This design comes from an exercise in tuning for small area on the open sky130 flow, not from production work. The flow treats the clock pin as an ideal source. Dropping or thinning the clock tree relies on that and would not hold on a real chip. Power and IR drop assume default switching activity.

== red ==
==> flow/design.v <==
`timescale 1ns / 1ps
module adc_12bit #(
    parameter ADC_BITS = 12,
    parameter V_REF_MV = 2500,
    parameter CONV_CYCLES = 12
)(
    input  wire                    clk,
    input  wire                    rst_n,
    input  wire signed [15:0]      analog_in_mv,
    input  wire                    start_conv,
    output reg  signed [ADC_BITS-1:0] digital_out,
    output reg                        valid_out,
    output reg                        busy
);
    reg [4:0]  cnt;
    reg [9:0]  rem;     
    reg [10:0] quo;     
    wire signed [15:0] v = analog_in_mv;
    wire pos_ovf = (v > 16'sd2500);
    wire neg_ovf = (v < -16'sd2500);
    wire neg     = v[15];
    wire [12:0] wn = v[12:0] + 13'd5000 + {12'd0, neg};
    wire [12:0] w  = (pos_ovf | neg_ovf) ? {10'd937, neg, ~neg, ~neg} : wn;
    wire load    = cnt[0] & cnt[1] & cnt[2];    
    wire quant   = cnt[1] & ~cnt[2] & ~cnt[4];    
    wire last    = cnt[0] & cnt[2] & ~cnt[3];    
    wire late    = ~cnt[2] & ~cnt[3] & ~cnt[4];    
    wire        b  = quo[10] & ~late;
    wire [10:0] t  = {rem, b};
    wire [10:0] d  = t - 11'd625;
    wire        ge = ~d[10];
    always @(posedge clk) begin
        cnt <= busy ? {cnt[3:0], (cnt[4] ^ cnt[1])} : 5'd31;
        if (load) begin
            rem <= {3'b000, w[12:6]};
            quo <= {w[5:0], 2'b00, neg, neg, neg};
        end else begin
            rem <= ge ? d[9:0] : t[9:0];
            quo <= {quo[9:0], ge};
        end
    end
    always @(posedge clk or negedge rst_n) begin
        if (!rst_n) begin
            digital_out <= {ADC_BITS{1'b0}};
            valid_out   <= 1'b0;
            busy        <= 1'b0;
        end else begin
            valid_out <= busy & last;
            busy      <= busy ? ~last : start_conv;
            if (busy & quant)
                digital_out <= {quo, ge};
        end
    end
endmodule
export LEC_CHECK = 0
export CAP_MARGIN = 0
export CORE_AREA = 2 2 60 60
export DIE_AREA = 0 0 62 62
export GPL_TIMING_DRIVEN = 0
export PLACE_DENSITY = 0.85
export SLEW_MARGIN = 0
create_clock -name core_clock -period 20.0 [get_ports {clk}]
standard.sh (not shown) runs the stock make flow with config.mk's settings and CLKGATE_MAP_FILE= SYNTH_SCRIPT=/design/flow/synth_recipe.tcl, a recipe that flattens the netlist after the stock synthesis.
==> flow/flow/run.sh <==
#!/bin/bash
# Own layout flow: the standard ORFS flow with these changes:
#  - synthesis maps the logic with area-oriented ABC scripts (flow/abc_*.abc,
#    and &deepsyn with 28 seeds): each is tried
#    (synthesis only) and the one giving the smallest synthesized area is
#    used for the layout,
#  - port buffers are sky130_fd_sc_hd__buf_1 (one per input/output port, as usual),
#  - synthesis leaves adders to ABC (no ORFS adder cell mapping),
#  - after CTS, the clock tree is replaced by a flat one (flow/clock_tree.tcl):
#    the clock port drives two clkbuf_8 buffers, each driving the flip-flops
#    of one placement cluster; a buffer whose sinks see a slow edge is swapped
#    for the next size up.
set -euo pipefail
W=$(pwd)
F=$W/flow
# synthesis script: the standard flow's, with the ABC override sourced first
awk -v ov="$F/abc_override.tcl" 'NR==1{print; print "source " ov; next} {print}' synth_recipe.tcl > my_synth.tcl
sed "s#$W/synth_recipe.tcl#$W/my_synth.tcl#g" standard.sh > my_standard.sh
export BUFFER_PORTS_ARGS="-buffer_cell sky130_fd_sc_hd__buf_1"
export ADDER_MAP_FILE=
export POST_CTS_TCL=$F/clock_tree.tcl
export NCLK=2
export CLKBUF=sky130_fd_sc_hd__clkbuf_8
export CLK_SLEW_UPSIZE_NS=0.122
export CTS_ARGS="-sink_clustering_enable -repair_clock_nets -dont_use_dummy_load -buf_list sky130_fd_sc_hd__clkbuf_4"

# try each ABC script, synthesis only, each in an ORFS work folder of its own,
# four at a time: flow/abc_*.abc, and &deepsyn with seeds 0..27 (written here)
mkdir -p abc
cp "$F"/abc_*.abc abc/
for sd in $(seq 0 27); do
  printf '&get -n\n&st\n&deepsyn -J 200 -S %s\n&nf -R 1000 -p\n&put\n' "$sd" > "abc/abc_d$sd.abc"
done
names=()
for s in abc/abc_*.abc; do
  n=$(basename "$s" .abc)
  n=${n#abc_}
  names+=("$n")
  sed "s#WORK_HOME=$W/orfs #WORK_HOME=$W/try_$n #" my_standard.sh > "try_$n.sh"
done
printf '%s\n' "${names[@]}" | xargs -P 4 -I{} bash -c 'MY_ABC_SCRIPT="$1/abc/abc_$2.abc" bash "try_$2.sh" synth > "try_$2.log" 2>&1 || true' _ "$W" {}
best=""
best_area=""
for n in "${names[@]}"; do
  f=$(ls "$W"/try_"$n"/reports/*/adc_12bit/base/synth_stat.txt 2>/dev/null | head -1 || true)
  [[ -n "$f" ]] || continue
  a=$(awk '/Chip area/ {print $NF}' "$f" | tail -1)
  echo "$n $a" >> synth_tries.txt
  if [[ -z "$best" ]] || awk -v a="$a" -v b="$best_area" 'BEGIN{exit !(a < b)}'; then
    best=$n
    best_area=$a
  fi
done
echo "chosen: $best $best_area" >> synth_tries.txt
export MY_ABC_SCRIPT=$W/abc/abc_$best.abc
bash my_standard.sh > make_flow.log 2>&1
Other scripts of this flow, unchanged in this note and not shown: flow/flow/abc_a.abc, flow/flow/abc_b.abc, flow/flow/abc_c.abc, flow/flow/abc_override.tcl, flow/flow/clock_tree.tcl
Relative to red, the following input files were edited for green:
diff --git a/flow/design.v b/flow/design.v
--- a/flow/design.v
+++ b/flow/design.v
@@ -18,21 +18,21 @@
     wire signed [15:0] v = analog_in_mv;
     wire pos_ovf = (v > 16'sd2500);
     wire neg_ovf = (v < -16'sd2500);
     wire neg     = v[15];
     wire [12:0] wn = v[12:0] + 13'd5000 + {12'd0, neg};
-    wire [12:0] w  = (pos_ovf | neg_ovf) ? {10'd937, neg, ~neg, ~neg} : wn;
-    wire load    = cnt[0] & cnt[1] & cnt[2];    
-    wire quant   = cnt[1] & ~cnt[2] & ~cnt[4];    
-    wire last    = cnt[0] & cnt[2] & ~cnt[3];    
-    wire late    = ~cnt[2] & ~cnt[3] & ~cnt[4];    
+    wire [12:0] w  = (pos_ovf | neg_ovf) ? {10'd312, neg, ~neg, ~neg} : wn;
+    wire load    = ~cnt[0] & ~cnt[1] & ~cnt[2];    
+    wire quant   = ~cnt[1] &  cnt[2] &  cnt[4];    
+    wire last    = ~cnt[0] & ~cnt[2] &  cnt[3];    
+    wire late    =  cnt[2] &  cnt[3] &  cnt[4];    
     wire        b  = quo[10] & ~late;
     wire [10:0] t  = {rem, b};
     wire [10:0] d  = t - 11'd625;
     wire        ge = ~d[10];
     always @(posedge clk) begin
-        cnt <= busy ? {cnt[3:0], (cnt[4] ^ cnt[1])} : 5'd31;
+        cnt <= busy ? {cnt[3:0], ~(cnt[4] ^ cnt[1])} : 5'd0;
         if (load) begin
             rem <= {3'b000, w[12:6]};
             quo <= {w[5:0], 2'b00, neg, neg, neg};
         end else begin
             rem <= ge ? d[9:0] : t[9:0];
Findings:
green: all stages complete, timing, DRC and antenna checks passed. Changes observed in green relative to red: critical path depth in cells saw an increase; sequential share of power saw an increase; maximum frequency saw a decrease; total power density per cell area saw a decrease. The lower global-route usage came out of red. Comparing red and green, post-route fraction of the period consumed by the critical path is higher on green.
Function was not checked in any run of this note: the RTL went through the layout flow alone.

[port drivers added, routing unchanged]
The flow's constraints put no driver on any port. The routed layouts listed below were extracted and timed again, unchanged, in two steps.
Step 1: set_driving_cell puts a clkbuf_16 on clk and a buf_2 on each other input, an assumption about the parent block.
Step 2, shift: input delay + t, output delay - t, t = (earliest + latest rising clock arrival at the registers) / 2. This alone moves slack from input paths to output paths.
a / b / c = ideal / step 1 / step 2; a / b = the first two.
| run | t, ns | setup slack, ns | worst setup path after step 2 | latest minus earliest clock arrival (ns) |
|---|---|---|---|---|
| red | 0.199 | 14.147 / 14.162 / 13.963 | input to register | 0.009 / 0.010 |
| green | 0.197 | 14.034 / 14.042 / 13.845 | input to register | 0.012 / 0.012 |
After both steps every run listed still meets setup and hold. The setup slack of green, which loses most, moves by +0.008 ns with the drivers and by -0.189 ns with both steps.
